What follows belongs to an exercise in optimizing a design on an open flow for a short achievable clock period and few clock cycles; a production flow would make more cautious choices.
For this run, only the layout was checked, not whether the RTL still works.
Power and IR drop assume default switching activity.

--- design/flow/run.sh ---
#!/bin/bash
# synth_recipe.tcl (not shown) runs the flow's synth.tcl, then flattens the netlist and writes it again
# the make line also repeats each setting of config.mk as NAME=value (left out here)
make -C /OpenROAD-flow-scripts/flow DESIGN_CONFIG=/design/flow/config.mk WORK_HOME=/design/flow/orfs CLKGATE_MAP_FILE= SYNTH_SCRIPT=/design/flow/synth_recipe.tcl finish
--- design/flow/constraint.sdc ---
create_clock -name core_clock -period 7.0 [get_ports {clk}]
set_input_delay 1.4000 -clock core_clock [delete_from_list [all_inputs] [get_ports {clk}]]
set_output_delay 1.4000 -clock core_clock [all_outputs]
set_load 0.01 [all_outputs]
--- design/flow/config.mk ---
export PLATFORM = sky130hd
export DESIGN_NAME = Core
export DESIGN_NICKNAME = Core
export VERILOG_FILES = /design/flow/design.v
export SDC_FILE = /design/flow/constraint.sdc
export NUM_CORES = 4
export LEC_CHECK = 0
export ABC_CLOCK_PERIOD_IN_PS = 3000
export CAP_MARGIN = 20
export CORE_MARGIN = 2
export CORE_UTILIZATION = 45
export SETUP_SLACK_MARGIN = 3.5
export SLEW_MARGIN = 20
export TNS_END_PERCENT = 100
--- design/flow/design.v ---
`timescale 1ns / 1ps
module RegFile(
	input          clk,
	input          en,
	input          we_a,
	input    [3:0] wi_a,
	input   [23:0] wd_a,
	input          we_l,
	input    [3:0] wi_l,
	input   [23:0] wd_l,
	output [383:0] regs
    );
	reg [23:0] r [1:15];
	assign regs[23:0] = 24'd0;
	genvar g;
	generate
		for (g = 1; g < 16; g = g + 1) begin : out
			assign regs[24*g +: 24] = r[g];
		end
	endgenerate
	integer i;
	always @(posedge clk) begin
		if (en) begin
			for (i = 1; i < 16; i = i + 1) begin
				if (we_l && wi_l == i)
					r[i] <= wd_l;
				else if (we_a && wi_a == i)
					r[i] <= wd_a;
			end
		end
	end
endmodule
`timescale 1ns / 1ps
module Core(
	input clk,
	input rst,  
	input core_hold,
	output reg[23:0] addr,
	input [15:0] read_data,
	output reg[15:0] write_data,
	output reg write_enable,
	output reg req,
	input sw
    );
	parameter FRESH = 1;
	localparam [4:0] CMP = 5'd2, BLT = 5'd7, BLTE = 5'd8, LOAD = 5'd9, STORE = 5'd10,
		JR = 5'd11, BE = 5'd12, BNE = 5'd13, SHIFTLI = 5'd14, SHIFTRI = 5'd15,
		CMPI = 5'd18, LOADI = 5'd23, STOREI = 5'd24, JA = 5'd25, BEI = 5'd26,
		BNEI = 5'd27, BLTI = 5'd28, BLTEI = 5'd29, JS = 5'd30, INC = 5'd31;
	reg [15:0] q0, q1, q2, q3;
	reg  [2:0] cnt;
	reg        opv;      
	reg [23:0] opa, opb;
	reg        cur_f;    
	reg        arr_f;    
	reg [23:0] npc;      
	reg [23:0] hpc;      
	reg        zf, nf;
	reg        ld1, ld2;        
	reg  [3:0] ld1_r, ld2_r;
	wire go_en = !core_hold;
	wire [4:0] op = q0[15:11];
	wire [3:0] ra = q0[10:7];
	wire [3:0] rb = q0[6:3];
	wire is_inc = (op == INC);
	wire two = op[4] & ~is_inc;
	wire ibr = two && (op >= JA) && (op <= JS);
	wire rbr = (op == BLT) || (op == BLTE) || (op == JR) || (op == BE) || (op == BNE);
	wire is_ld = (op == LOAD) || (op == LOADI);
	wire is_st = (op == STORE) || (op == STOREI);
	wire is_alu = !ibr && !rbr && !is_ld && !is_st;
	wire byp = ibr && (cnt == 3'd1) && arr_f;
	wire complete = (cnt != 3'd0) && (!two || cnt >= 3'd2 || byp);
	wire [3:0] wdst = (op == JS) ? 4'd3 : ra;
	wire hz1 = ld1 && (ld1_r != 4'd0) &&
		(ld1_r == ra || (!two && ld1_r == rb) || (op == JS && ld1_r == 4'd3));
	wire hz2 = ld2 && (ld2_r != 4'd0) &&
		(ld2_r == ra || (!two && ld2_r == rb) || (op == JS && ld2_r == 4'd3));
	wire go = complete && opv && sw && !hz1 && !hz2;
	wire [23:0] imm = {1'b0, q0[6:0], q1};
	wire [23:0] bimm = {1'b0, q0[6:0], byp ? read_data : q1};
	wire [23:0] opx = is_inc ? 24'd1 : (two ? imm : opb);
	wire        sub = (op[3:0] == 4'd1) || (op[3:0] == 4'd2);
	wire [23:0] sum = opa + (sub ? ~opx : opx) + sub;
	reg  [23:0] res;
	always @(*) begin
		case (op[3:0])
			4'd3: res = opa & opx;
			4'd4: res = opa | opx;
			4'd5: res = opa ^ opx;
			4'd6: res = opx;
			4'd14: res = opa << rb;
			4'd15: res = is_inc ? sum : (opa >> rb);
			default: res = sum;
		endcase
	end
	reg cond;
	always @(*) begin
		case (op)
			BLT, BLTI: cond = nf;
			BLTE, BLTEI: cond = nf | zf;
			BE, BEI: cond = zf;
			BNE, BNEI: cond = !zf;
			default: cond = 1'b1;  
		endcase
	end
	wire redirect = go && (ibr || rbr) && cond;
	wire [23:0] target = rbr ? opa : bimm;
	wire alu_we = go && is_alu && op != CMP && op != CMPI;
	wire js_we = go && op == JS;
	wire we_a = (alu_we | js_we) && wdst != 4'd0;
	wire [23:0] wd_a = (op == JS) ? hpc + 24'd2 : res;
	wire [23:0] wd_l = {8'd0, read_data};
	wire [383:0] regs;
	RegFile _RegFile(.clk(clk), .en(go_en),
		.we_a(we_a), .wi_a(wdst), .wd_a(wd_a),
		.we_l(ld2), .wi_l(ld2_r), .wd_l(wd_l),
		.regs(regs));
	wire [1:0] pop = go ? (two ? (byp ? 2'd1 : 2'd2) : 2'd1) : 2'd0;
	wire push = arr_f && !(go && byp);
	wire [2:0] left = cnt - pop;
	wire data_req = go && (is_ld || is_st);
	wire fetch_ok = ({1'b0, left} + push + cur_f) < 4'd4;
	function [23:0] rdreg;
		input [383:0] rf;
		input [3:0] i;
		input wa;
		input [3:0] ia;
		input [23:0] da;
		input wl;
		input [3:0] il;
		input [23:0] dl;
		begin
			if (wl && il == i)
				rdreg = dl;
			else if (wa && ia == i)
				rdreg = da;
			else
				rdreg = rf[24*i +: 24];
		end
	endfunction
	wire [15:0] nh = (left == 3'd0) ? read_data : (pop == 2'd0) ? q0 : (pop == 2'd1) ? q1 : q2;
	wire nh_fresh = (left == 3'd0);
	wire [23:0] na_q0 = rdreg(regs, q0[10:7], we_a, wdst, wd_a, ld2, ld2_r, wd_l);
	wire [23:0] na_q1 = rdreg(regs, q1[10:7], we_a, wdst, wd_a, ld2, ld2_r, wd_l);
	wire [23:0] na_q2 = rdreg(regs, q2[10:7], we_a, wdst, wd_a, ld2, ld2_r, wd_l);
	wire [23:0] na_rd = rdreg(regs, read_data[10:7], we_a, wdst, wd_a, ld2, ld2_r, wd_l);
	wire [23:0] nb_q0 = rdreg(regs, q0[6:3], we_a, wdst, wd_a, ld2, ld2_r, wd_l);
	wire [23:0] nb_q1 = rdreg(regs, q1[6:3], we_a, wdst, wd_a, ld2, ld2_r, wd_l);
	wire [23:0] nb_q2 = rdreg(regs, q2[6:3], we_a, wdst, wd_a, ld2, ld2_r, wd_l);
	wire [23:0] nb_rd = rdreg(regs, read_data[6:3], we_a, wdst, wd_a, ld2, ld2_r, wd_l);
	wire [23:0] na = nh_fresh ? na_rd : (pop == 2'd0) ? na_q0 : (pop == 2'd1) ? na_q1 : na_q2;
	wire [23:0] nb = nh_fresh ? nb_rd : (pop == 2'd0) ? nb_q0 : (pop == 2'd1) ? nb_q1 : nb_q2;
	always @(posedge clk) begin
		if (rst) begin
			cnt <= 3'd0;
			opv <= 1'b0;
			cur_f <= 1'b1;
			arr_f <= 1'b0;
			npc <= 24'h008000;
			hpc <= 24'h008000;
			addr <= 24'h008000;
			req <= 1'b1;
			write_enable <= 1'b0;
			write_data <= 16'd0;
			zf <= 1'b0;
			nf <= 1'b0;
			ld1 <= 1'b0;
			ld2 <= 1'b0;
		end else if (go_en) begin
			if (go && is_alu) begin
				zf <= (res == 24'd0);
				nf <= res[23];
			end
			ld1 <= data_req && is_ld;
			ld1_r <= ra;
			ld2 <= ld1;
			ld2_r <= ld1_r;
			opa <= na;
			opb <= nb;
			opv <= FRESH ? 1'b1 : !nh_fresh;
			if (redirect) begin
				cnt <= 3'd0;
				hpc <= target;
			end else begin
				cnt <= left + push;
				hpc <= hpc + (go ? (two ? 24'd2 : 24'd1) : 24'd0);
				case (pop)
					2'd0: begin
						if (push && cnt == 3'd0) q0 <= read_data;
						if (push && cnt == 3'd1) q1 <= read_data;
						if (push && cnt == 3'd2) q2 <= read_data;
						if (push && cnt == 3'd3) q3 <= read_data;
					end
					2'd1: begin
						q0 <= (push && cnt == 3'd1) ? read_data : q1;
						q1 <= (push && cnt == 3'd2) ? read_data : q2;
						q2 <= (push && cnt == 3'd3) ? read_data : q3;
						if (push && cnt == 3'd4) q3 <= read_data;
					end
					default: begin
						q0 <= (push && cnt == 3'd2) ? read_data : q2;
						q1 <= (push && cnt == 3'd3) ? read_data : q3;
						if (push && cnt == 3'd4) q2 <= read_data;
					end
				endcase
			end
			arr_f <= cur_f && !redirect;
			if (data_req) begin
				addr <= two ? imm : opb;
				req <= 1'b1;
				write_enable <= is_st;
				write_data <= opa[15:0];
				cur_f <= 1'b0;
			end else if (redirect) begin
				addr <= target;
				req <= 1'b1;
				write_enable <= 1'b0;
				cur_f <= 1'b1;
				npc <= target;
			end else if (fetch_ok) begin
				addr <= npc + 24'd1;
				req <= 1'b1;
				write_enable <= 1'b0;
				cur_f <= 1'b1;
				npc <= npc + 24'd1;
			end else begin
				req <= 1'b0;
				write_enable <= 1'b0;
				cur_f <= 1'b0;
			end
		end
	end
endmodule
==> impl_metrics.yaml <==
synthesis:
  synth_flop_cell: "edfxtp_1"
  ys_warn_count: 3
  syn-cell-area_mm2: 0.0598
  yosysSeqAreaShare_pct: 27.5
  synthCells: 5720
  synthDistinctLibCells: 115
  synth.avg_cell_area_um2: 10.5
  ys_async_sr_fraction_pct: 0
  synth-edff-count: 480
  syn_nets: 5821
  ys_seq_elements: 580
die:
  die_area_mm2: 0.136
  chipWidth_um: 369
  start_util_pct: 45.4
  die_y_um: 369
  rows: 133
  core_mm2: 0.132
  ios: 62
cells_and_area:
  finish.net_count: 5902
  area_growth_pct: 23.8
  drive_gt1_share_pct: 40.1
  final_core_util_pct: 56.2
  final_cell_area_mm2: 0.0740
  n_fill_cell: 11000
placed_design:
  place_ws_ps: 721
  dp_hpwl_mm: 191
  placed_cell_area_mm2: 0.0625
  io_buffers: 61
  place_congestion: 1.07
sta:
  rsz0062_at_grt: "yes"
  fin_crit_ps: 4810
  skew_ps: 41.1
  final-hold-violation-count: 0
  fin_ws_ps: 2190
  fmax_mhz: 208
  drv_slew: 15
  setup_tns_ps: 0
  relSlewSlack_pct: -67.5
  post-route-period-util_pct: 68.7
  final-setup-viol-count: 0
  tightest_slew_ps: 2490
grt:
  grt_use_total_pct: 44.8
  antenna_found_initial: 19
  grt_max_degree: 87
  grt_pass1_wl_mm: 431
  grt_pass1_vias: 54900
  overflow: 0
clock_network:
  clk_latency_ps: 720
  numCtsBuffers: 74
  cts.root.buffer_cell: "clkbuf_16"
  cts_buffer_depth: 3
  clk_pin_slew_ps: 60
  cts.sinks: 580
  htreeDepth: 3
  cts_tree: "done"
  holdBufCountCts: 0
worst_setup_path:
  rrSetupSlack_ps: 2190
  startpoint_type: "register"
  required_ps: 7620
  path_buf_inv: 4
  path_delay_family: "simple AND/OR/NAND/NOR gates"
  crit_fanout: 36
  critical_path.max_stage_delay_ps: 640
  critical_path.cell_chain: "buf_4, buf_4, mux2i_1, or2_2, inv_1, xnor2_1, ha_1, a21oi_1, nor2_1, nor3_1, nand3_4, buf_6, nor3_2, nand4_1, o21ai_1"
  critPathKind: "reg -> reg"
  r2r-start: "q0[6]"
  ff2ff_path_depth: 15
  endpoint_kind: "register"
  crit_top_cell: "buf_4"
  r2r_end: "zf"
  slowest_stage: "buf_4"
  critPathArrivalTime_ps: 5430
power_and_ir_drop:
  cellPowerDensity_mw_per_mm2: 163
  finalPower_uw: 12100
  vdd_drop_max_mv: 0.186
  p_leak_uw: 0.0253
routing:
  num_vias: 60300
  dr.pass1.iters: 8
  wire_per_inst_um: 41.7
  ant_nets: 0
  wl_mm: 319
  route.detailed.drc: 0
  wl_met1_mm: 104
  first_iter_violations: 11100
  top_layer: "met5"
  routed_via_density: 7.90
  wl_met2_mm: 128
  wl_met3_mm: 55.9
status:
  status: "finished with violations"
  so_faults: "capacitance limit, slew limit"
run:
  maxCapViolations: 3
worst_hold_path:
  holdPathStages: 1
  worstHoldStart: "opv"
  holdPathEnd: "opv"
  hold_path_class: "reg -> reg"
[cell usage after synthesis, drive strengths merged, types with 10 or more instances]
cell / instances / share of area (%)
xor2: 66 / 0.97
o21ai: 455 / 3.8
a211oi: 86 / 1.1
mux2: 90 / 1.7
a21oi: 413 / 3.5
mux2i: 282 / 4.7
buf: 257 / 2.2
dfxtp: 100 / 3.3
nand2b: 30 / 0.33
nand2: 561 / 3.5
clkbuf: 431 / 2.7
ha: 78 / 1.6
nor2: 557 / 3.5
a221oi: 21 / 0.32
or3: 25 / 0.26
o221ai: 51 / 0.76
xnor2: 65 / 0.95
o2111ai: 10 / 0.15
a211o: 16 / 0.23
nor4: 22 / 0.28
nand3: 91 / 0.76
inv: 91 / 0.57
nor2b: 43 / 0.46
a32oi: 12 / 0.18
mux4: 809 / 31
o221a: 10 / 0.19
a221o: 16 / 0.27
nand4: 26 / 0.30
o21a: 17 / 0.21
a31oi: 20 / 0.23
a22o: 57 / 0.83
and2: 15 / 0.16
and3: 32 / 0.33
edfxtp: 480 / 24
o211ai: 45 / 0.56
a22oi: 35 / 0.44
a21o: 24 / 0.30
o31ai: 10 / 0.13
o22ai: 30 / 0.31
nor3: 95 / 0.80
a2111oi: 18 / 0.31
[per-stage QoR]
stage,std cells,hold WS (ps)
3_5_place_dp,7073,443
5_1_grt,7614,473
4_1_cts,7489,458
2_1_floorplan,5720,421
3_3_place_gp,7073,448
6_report,7634,460
[cell type report]
| class | count | area [µm²] | area share (%) |
|---|---|---|---|
| multi-input cells | 4377 | 44900 | 60.7 |
| flip-flops and latches | 580 | 16400 | 22.2 |
| repair buffers | 674 | 7760 | 10.5 |
| well taps | 1755 | 2200 | 2.97 |
| clock buffers | 89 | 1970 | 2.66 |
| inverters | 94 | 378 | 0.510 |
| clock inverters | 39 | 334 | 0.451 |
| diodes | 26 | 65.1 | 0.0879 |
[repair_timing]
item                                    CTS  global route
endpoints found under the setup margin  992           874
setup buffers                           253            90
resized for setup                       578           507
cloned                                   35            28
pin swaps                               170           170
[registers in the layout, summed over array words and instances, names as in the netlist]
register      flops
cur_f             1
ld2_r             4
hpc              24
ld1_r             4
write_enable      1
q3               16
nf                1
_RegFile.r      360
ld2               1
opb              24
npc              24
cnt               3
write_data       16
q1               16
req               1
q2               16
q0               16
opa              24
zf                1
addr             24
opv               1
ld1               1
arr_f             1
[layout by cell type (no fill, tap or decap), types with 87 or more instances in the layout]
master,netlist,final
nor2_1,554,426
mux2_2,89,87
nand2_1,560,521
o21ai_0,433,273
nor2_4,1,110
a21oi_1,408,312
dfxtp_1,100,96
buf_12,2,97
clkbuf_16,0,93
mux2i_1,282,247
buf_4,21,382
edfxtp_1,480,480
mux4_2,799,799
[report_power, final]
part | total (µW) | internal [µW] | leakage, µW | switching, µW
Combinational | 4160 | 1820 | 0.0190 | 2340
Clock | 3850 | 2150 | 0.00113 | 1700
Sequential | 4060 | 3920 | 0.00518 | 133
[worst register-to-register path: stages, from the launching register on]
cell and delay [ps]:
edfxtp_1 380, buf_4 480, buf_4 680, mux2i_1 530
or2_2 470, inv_1 100, xnor2_1 120, ha_1 310
a21oi_1 210, nor2_1 90, nor3_1 280, nand3_4 170
buf_6 160, nor3_2 200, nand4_1 380, o21ai_1 190
[how the worst max path moves through the flow]
stage | from | depth (start not counted) | slack, ps | to
floorplan | sw | 15 | 2830 | opb[9]
global placement | q0[13] | 16 | 700 | opa[11]
detailed placement | q0[13] | 16 | 720 | opa[11]
CTS | q0[13] | 22 | 2480 | opb[22]
global route | q0[14] | 21 | 2150 | zf
finish | q0[6] | 15 | 2190 | zf
[layer usage]
metal  vias up  track usage, %
met5         -            1.25
met1     29400            55.5
met3      1758            20.0
met2      6401            62.6
li1      22700               -
met4        25            30.0
[kinds of logic (layout without fill, tap and decap cells)]
kind of cell	after synthesis	count (layout)	synth area share [%]
fa+ha+maj	81	81	1.73
simple gates	1548	1557	11.5
flops	580	580	27.5
mux	1181	1189	36.9
buf+inv	783	896	5.54
other cells	0	26	0
xor+xnor	131	131	1.92
compound gates	1416	1419	14.9

==> what the ideal ports hide <==
The flow's constraints put no driver on any port. The routed layout listed below was extracted and timed again, unchanged, in two steps.
Step 1 assumes that a clkbuf_16 drives the clock port and a buf_2 every other input.
Step 2 moves the port delays by t, midway between the first and last clock arrival at a register: inputs arrive t later, outputs are due t later. That takes back most of the time a late clock gives input paths.
a / b / c = no drivers / after step 1 / after step 2; a / b = the first two.
t, ns: 0.782
slack for setup (ns): 2.193 / 2.193 / 2.062
hold slack, ns: 0.460 / 0.460 / 0.460
worst setup path after step 2: input to register
worst data-port slew with drivers (ns): 0.06
The setup slack of this run moves by 0.000 ns with the drivers and by -0.131 ns with both steps.
